What follows belongs to an exercise in optimizing a design on an open flow for small area; a production flow would make more cautious choices.
Function was checked by simulation only, so behaviour that the tests miss may differ from the original.
Power is estimated from default activity; no workload was simulated.

==> trial 35: inputs <==
// Segway
module Segway(clk,RST_n,INERT_SS_n,INERT_MOSI,
              INERT_SCLK,INERT_MISO,A2D_SS_n,A2D_MOSI,A2D_SCLK,
              A2D_MISO,PWM_rev_rght,PWM_frwrd_rght,PWM_rev_lft,
              PWM_frwrd_lft,INT,RX);
  input clk,RST_n;
  input INERT_MISO;
  input A2D_MISO;
  input INT;
  input RX;
  output A2D_SS_n, INERT_SS_n;
  output A2D_MOSI, INERT_MOSI;
  output A2D_SCLK, INERT_SCLK;
  output PWM_rev_rght, PWM_frwrd_rght;
  output PWM_rev_lft, PWM_frwrd_lft;
  wire rst_n;
  wire [11:0] lft_ld, rght_ld;
  wire [10:0] lft_spd, rght_spd;
  wire lft_rev, rght_rev;
  wire rider_off, pwr_up, en_steer;
  wire vld;
  wire [15:0] ptch;
  wire [8:0] ld_cell_diff;
  wire [15:0] tmr;                       
  reset_synch iRST(.clk(clk),.RST_n(RST_n),.rst_n(rst_n));
  Auth_blk auth(.clk(clk), .rst_n(rst_n), .RX(RX), .rider_off(rider_off), .pwr_up(pwr_up));
  inert_intf inert(.clk(clk), .rst_n(rst_n), .tmr(tmr), .vld(vld), .ptch(ptch),
  ...
==> flow/config.mk <==
export PLATFORM = sky130hd
export DESIGN_NAME = Segway
export DESIGN_NICKNAME = Segway
export VERILOG_FILES = /design/flow/design.v
export SDC_FILE = /design/flow/constraint.sdc
export NUM_CORES = 4
export LEC_CHECK = 0
export CAP_MARGIN = 20
export CORE_MARGIN = 2
export CORE_UTILIZATION = 60
export CTS_BUF_LIST = sky130_fd_sc_hd__clkbuf_4
export PLACE_DENSITY = 0.75
export SLEW_MARGIN = 20
==> flow/constraint.sdc <==
create_clock -name core_clock -period 16.0 [get_ports {clk}]
set_input_delay 3.2000 -clock core_clock [delete_from_list [all_inputs] [get_ports {clk}]]
set_output_delay 3.2000 -clock core_clock [all_outputs]
set_load 0.01 [all_outputs]
run.sh (not shown) runs the stock make flow with config.mk's settings and CLKGATE_MAP_FILE= SYNTH_SCRIPT=/design/flow/synth_recipe.tcl, a recipe that flattens the netlist after the stock synthesis.
==> trial 41: changes against trial 35 <==
--- a/flow/design.v
+++ b/flow/design.v
@@ -151,45 +151,61 @@
       SS_n <= 1'b1;
     else if (SS_n) begin
       if (wrt) SS_n <= 1'b0;
     end else if (last)
       SS_n <= 1'b1;
 endmodule
-module inertial_integrator(clk,rst_n,vld,ptch_rt,AZ,p,j,fus_go,ptch);
-  input clk,rst_n,vld;
-  input [15:0] ptch_rt, AZ;
+module inertial_integrator(clk,rst_n,vld,rd_lo,n_rt_lo,n_rt_hi,n_AZ,p,j,fus_go,ptch);
+  input clk,rst_n,vld,rd_lo;
+  input [7:0] n_rt_lo, n_rt_hi;
+  input [15:0] n_AZ;
   input [4:0] p, j;
   input fus_go;
   output [15:0] ptch;
   logic [26:0] ptch_int;
   assign ptch = ptch_int[26:11];
+  logic k1, k2;
+  wire [7:0] lo, lsum;
+  wire lc, lk;
+  rc_add #(8) a0(.a(n_rt_lo), .b(8'hC2), .ci(1'b0), .s(lo), .co(lc));
+  rc_add #(8) a1(.a(ptch_int[7:0]), .b(lo), .ci(1'b1), .s(lsum), .co(lk));
+  always_ff @(posedge clk)
+    if (rd_lo) begin
+      k1 <= lc;
+      k2 <= lk;
+    end
+  always_ff @(posedge clk, negedge rst_n)
+    if (!rst_n)
+      ptch_int[7:0] <= 8'h0;
+    else if (rd_lo)
+      ptch_int[7:0] <= lsum;
   logic [7:0] dl;           
   logic [2:0] cy;           
   logic cx;                 
   logic fus;
   wire init = p[4];                          
-  wire az = AZ[j[3:0]];
+  wire az = ~n_AZ[j[3:0]];
   wire kb = (j == 5'd7) | (j == 5'd8);
   wire xj = j[4] ? dl[0] : (az ^ kb ^ cx);   
   wire cxn = (az & kb) | (cx & (az ^ kb));
   reg yb;                                    
   always_comb
     if (j < 5'd13)
       yb = 1'b0;
     else if (j > 5'd28)
       yb = ~ptch[15];
     else
       yb = ~ptch[j[3:0] + 4'd3];
   wire s1 = xj ^ dl[0] ^ dl[1];
-  wire k1 = (xj & dl[0]) | (dl[1] & (xj ^ dl[0]));
+  wire k1s = (xj & dl[0]) | (dl[1] & (xj ^ dl[0]));
   wire s2 = dl[5] ^ dl[7] ^ yb;
-  wire k2 = (dl[5] & dl[7]) | (yb & (dl[5] ^ dl[7]));
+  wire k2s = (dl[5] & dl[7]) | (yb & (dl[5] ^ dl[7]));
   wire ob = s1 ^ s2 ^ cy[0];
   wire k3 = (s1 & s2) | (cy[0] & (s1 ^ s2));
-  wire s4 = k1 ^ k2 ^ k3;
-  wire k4 = (k1 & k2) | (k3 & (k1 ^ k2));
+  wire s4 = k1s ^ k2s ^ k3;
+  wire k4 = (k1s & k2s) | (k3 & (k1s ^ k2s));
   wire h0 = s4 ^ cy[1];
   wire k5 = s4 & cy[1];
   wire f1 = k4 ^ k5 ^ cy[2];
   wire k6 = (k4 & k5) | (cy[2] & (k4 ^ k5));
   always_ff @(posedge clk)
     if (init) begin
@@ -201,32 +217,32 @@
       cy <= {k6, f1, h0};
       cx <= cxn;
     end
   always_ff @(posedge clk)
     if (fus_go & (p == 5'd0) & (&j))
       fus <= ~ob;
-  wire [15:0] c;
-  rc_add #(16) a5(.a(ptch_rt), .b(16'hFC3E), .ci(1'b0), .s(c), .co());
-  wire [16:0] e;
-  rc_add #(17) a6(.a(~{c[15], c}), .b(fus ? 17'h00201 : 17'h1FE01), .ci(1'b0), .s(e), .co());
-  wire [26:0] nxt;
-  rc_add #(27) a7(.a(ptch_int), .b({{10{e[16]}}, e}), .ci(1'b0), .s(nxt), .co());
+  wire [7:0] nh;
+  rc_add #(8) a5(.a(n_rt_hi), .b(8'h03), .ci(k1), .s(nh), .co());
+  wire [8:0] e;
+  rc_add #(9) a6(.a({nh[7], nh}), .b(fus ? 9'h002 : 9'h1FE), .ci(1'b0), .s(e), .co());
+  wire [18:0] nxt;
+  rc_add #(19) a7(.a(ptch_int[26:8]), .b({{10{e[8]}}, e}), .ci(k2), .s(nxt), .co());
   always_ff @(posedge clk, negedge rst_n)
     if (!rst_n)
-      ptch_int <= 27'h0;
+      ptch_int[26:8] <= 19'h0;
     else if (vld)
-      ptch_int <= nxt;
+      ptch_int[26:8] <= nxt;
 endmodule
 module inert_intf(clk,rst_n,tmr,vld,ptch,SS_n,SCLK,MOSI,MISO,INT);
   input clk,rst_n;
   input [15:0] tmr;                
   input MISO,INT;
   output logic vld;
   output SS_n,SCLK,MOSI;
   output [15:0] ptch;
-  logic [7:0] hold_pitchL, hold_pitchH, hold_AZH;
+  logic [7:0] hold_pitchH, hold_AZH;      
   logic INT_ff1, INT_ff2;
   logic wrt, done;
   logic rd_ptchL, rd_ptchH, rd_AZL, rd_AZH;
   logic MISO_smpl;
   logic [7:0] rx;                  
   logic [3:0] txi;                 
@@ -245,15 +261,15 @@
   always_ff @(posedge clk)
     if (smpl) MISO_smpl <= MISO;
   wire [3:0] txi_inc;
   rc_inc #(4) itx(.a(txi), .ci(1'b1), .s(txi_inc), .co());
   always_ff @(posedge clk)
     if (wrt & ~SS_n)
-      rx <= 8'h00;
+      rx <= 8'hFF;
     else if (shft)
-      rx <= {rx[6:0], MISO_smpl};
+      rx <= {rx[6:0], ~MISO_smpl};
   always_ff @(posedge clk)
     if (wrt)
       txi <= 4'h0;
     else if (shft)
       txi <= txi_inc;
   always_comb
@@ -265,19 +281,17 @@
       READ1: cmd = 16'hA200;
       READ2: cmd = 16'hA300;
       READ3: cmd = 16'hAC00;
       default: cmd = 16'hAD00;
     endcase
   assign MOSI = cmd[~txi];
-  always_ff @(posedge clk) begin
-    if (rd_ptchL) hold_pitchL <= rx;
+  always_ff @(posedge clk)
     if (rd_ptchH) hold_pitchH <= rx;
-  end
   always_ff @(posedge clk, negedge rst_n)
     if (!rst_n)
-      hold_AZH <= 8'h00;
+      hold_AZH <= 8'hFF;
     else if (rd_AZH)
       hold_AZH <= rx;
   always_ff @(posedge clk, negedge rst_n)
     if (!rst_n)
       state <= INIT1;
     else
@@ -302,14 +316,14 @@
       READ3: if (done) begin rd_AZL = 1; wrt = 1; nextState = READ4; end
       READ4: if (done) begin rd_AZH = 1; vld = 1; nextState = WAIT; end
       default: nextState = INIT1;
     endcase
   end
   wire fus_go = (state == READ4) & ~SS_n;
-  inertial_integrator integrator_DUT(.clk(clk), .rst_n(rst_n), .vld(vld),
-      .ptch_rt({hold_pitchH,hold_pitchL}), .AZ({hold_AZH,rx}), .p(p), .j(sc), .fus_go(fus_go),
+  inertial_integrator integrator_DUT(.clk(clk), .rst_n(rst_n), .vld(vld), .rd_lo(rd_ptchL),
+      .n_rt_lo(rx), .n_rt_hi(hold_pitchH), .n_AZ({hold_AZH,rx}), .p(p), .j(sc), .fus_go(fus_go),
       .ptch(ptch));
 endmodule
 module balance_cntrl(clk,rst_n,vld,ptch,ld_cell_diff,lft_spd,lft_rev,
                      rght_spd,rght_rev,rider_off,en_steer,pwr_up);
   input clk,rst_n;
   input vld;
@@ -360,30 +374,28 @@
   rc_add #(16) ab(.a(pid), .b(st), .ci(1'b0), .s(rt), .co());
   shape shl(.t(lt), .pwr_up(pwr_up), .spd(lft_spd), .rev(lft_rev));
   shape shr(.t(rt), .pwr_up(pwr_up), .spd(rght_spd), .rev(rght_rev));
 endmodule
 module shape(input [15:0] t, input pwr_up, output [10:0] spd, output rev);
   wire neg = t[15];
-  wire [15:0] x = t ^ {16{neg}};
-  wire [10:0] a;
-  wire co;
-  rc_inc #(11) ia(.a(x[10:0]), .ci(neg), .s(a), .co(co));
-  wire big = (|x[15:11]) | co;                        
-  wire ge70, ge1068, rv_n, rv_p;
-  rc_ge #(7) c1(.a(a[6:0]), .b(7'd70), .ge(ge70));
-  rc_ge #(11) c2(.a(a), .b(11'd1068), .ge(ge1068));
-  rc_ge #(15) c3(.a(t[14:0]), .b(15'h03D4), .ge(rv_n));
-  rc_ge #(15) c4(.a(t[14:0]), .b(15'h7C2C), .ge(rv_p));
-  wire sml = ~big & ~|a[10:7] & ~ge70;
-  wire sat = big | ge1068;
-  wire [10:0] m15, m980;
-  rc_add #(11) am(.a({a[6:0], 4'h0}), .b(~{4'h0, a[6:0]}), .ci(1'b1), .s(m15), .co());
-  rc_add #(11) an(.a(a), .b(11'd980), .ci(1'b0), .s(m980), .co());
-  wire [10:0] raw = sat ? 11'h7FF : sml ? m15 : m980;
-  assign spd = pwr_up ? raw : 11'h0;
-  assign rev = neg ? rv_n : rv_p;
+  wire [15:0] x = t ^ {16{neg}};                      
+  wire big = |x[15:11];
+  wire ge_sat, ge_lo, rv_x;
+  rc_ge #(11) c1(.a(x[10:0]), .b(neg ? 11'd1067 : 11'd1068), .ge(ge_sat));
+  rc_ge #(7) c2(.a(x[6:0]), .b(neg ? 7'd69 : 7'd70), .ge(ge_lo));
+  rc_ge #(15) c3(.a(x[14:0]), .b(15'd31788), .ge(rv_x));     
+  wire sat = big | ge_sat;                            
+  wire sml = ~big & ~|x[10:7] & ~ge_lo;               
+  wire [6:0] a7;
+  rc_inc #(7) ia(.a(x[6:0]), .ci(neg), .s(a7), .co());
+  wire [10:0] opa = sml ? {a7, 4'h0} : x[10:0];
+  wire [10:0] opb = sml ? ~{4'h0, a7} : 11'd980;
+  wire [10:0] sum;
+  rc_add #(11) am(.a(opa), .b(opb), .ci(sml | neg), .s(sum), .co());
+  assign spd = pwr_up ? (sum | {11{sat}}) : 11'h0;
+  assign rev = neg ^ rv_x;
 endmodule
 module steer_en(clk,rst_n,lft_ld,rght_ld,en_steer,rider_off,ld_cell_diff);
   input clk;
   input rst_n;
   input [11:0] lft_ld;
   input [11:0] rght_ld;
@@ -619,10 +631,10 @@
 endmodule
 module rc_ge #(parameter N = 8) (input [N-1:0] a, input [N-1:0] b, output ge);
   wire [N:0] c;
   assign c[0] = 1'b1;
   genvar i;
   generate for (i = 0; i < N; i = i + 1) begin : g
-    assign c[i+1] = (a[i] & ~b[i]) | (c[i] & ~(a[i] ^ b[i]));
+    assign c[i+1] = (a[i] & ~b[i]) | (c[i] & (a[i] | ~b[i]));
   end endgenerate
   assign ge = c[N];
 endmodule
==> flow/flow/run.sh (new file) <==
#!/bin/bash
# Standard layout flow; only the clock tree options differ: no dummy loads
# are added to balance the clock tree, and leaf buffers are clkbuf_8.
set -e
export CTS_ARGS="-sink_clustering_enable -repair_clock_nets -dont_use_dummy_load -buf_list sky130_fd_sc_hd__clkbuf_8 -sink_clustering_size 16 -sink_clustering_max_diameter 60"
bash standard.sh > standard.log 2>&1
==> flow/standard.sh (new file) <==
#!/bin/bash
# synth_recipe.tcl (not shown) runs the flow's synth.tcl, then flattens the netlist and writes it again
# the make line also repeats each setting of config.mk as NAME=value (left out here)
make -C /OpenROAD-flow-scripts/flow DESIGN_CONFIG=/design/flow/config.mk WORK_HOME=/design/flow/orfs CLKGATE_MAP_FILE= SYNTH_SCRIPT=/design/flow/synth_recipe.tcl "${@:-finish}"
Settings changed: CORE_UTILIZATION 60 to 75, CTS_BUF_LIST sky130_fd_sc_hd__clkbuf_4 to sky130_fd_sc_hd__clkbuf_8, GPL_TIMING_DRIVEN set to 0, PLACE_DENSITY 0.75 to 0.88.
removed: flow/run.sh
==> qor summary <==
Final wirelength: trial 41 39,400 um; trial 35 31,600 um
Inverters excl. clock: trial 41 201; trial 35 216
Clock Power: trial 41 0.313 mW; trial 35 0.620 mW
Layout clock buffers: trial 41 21; trial 35 107
Area taken by multi-input logic gates: trial 41 9770 um^2; trial 35 9790 um^2
Clock tree root buffer cell: trial 41 sky130_fd_sc_hd__clkbuf_8; trial 35 sky130_fd_sc_hd__clkbuf_4
Fraction of area in registers: trial 41 32.2%; trial 35 32.2%
Die span in x: trial 41 149 um; trial 35 170 um
Multi-input logic cell count: trial 41 1,012; trial 35 1,023
IR drop worst, VDD: trial 41 0.0000742 V; trial 35 0.0000591 V
DP Area: trial 41 16,600 um^2; trial 35 17,100 um^2
Final sequential cell count: trial 41 240; trial 35 246
Net switching power figure: trial 41 0.204 mW; trial 35 0.274 mW
Final critical-path share of the clock period: trial 41 102%; trial 35 97.2%
Number of levels the H-tree was split into: trial 41 1; trial 35 3
Routed wire length on met2: trial 41 20,100 um; trial 35 16,100 um
Final estimated routing congestion in global placement: trial 41 0.932; trial 35 0.858
Post-Place Cells: trial 41 1,798; trial 35 1,864
Starting utilization of the core area: trial 41 75.8%; trial 35 61.2%
Vias in the first global route: trial 41 12,437; trial 35 11,721
Run status: trial 41 failed layout checks; trial 35 no timing/DRC/antenna violations
Reasons for failing layout checks: trial 41 negative setup slack; trial 35 -
Most frequent cell on the critical path: trial 41 sky130_fd_sc_hd__fa_2; trial 35 sky130_fd_sc_hd__fa_1
Portion of the layout cell area used by non-clock buffers: trial 41 5.48%; trial 35 2.63%
Yosys top cell by area: trial 41 sky130_fd_sc_hd__fa_1; trial 35 sky130_fd_sc_hd__dfrtp_1
Clock transition time at the flip-flop clock pins of the worst setup and hold paths: trial 41 0.09 ns; trial 35 0.07 ns
Max stage delay cell, worst path: trial 41 sky130_fd_sc_hd__fa_2; trial 35 sky130_fd_sc_hd__or4_4
Number of cell rows: trial 41 53; trial 35 60
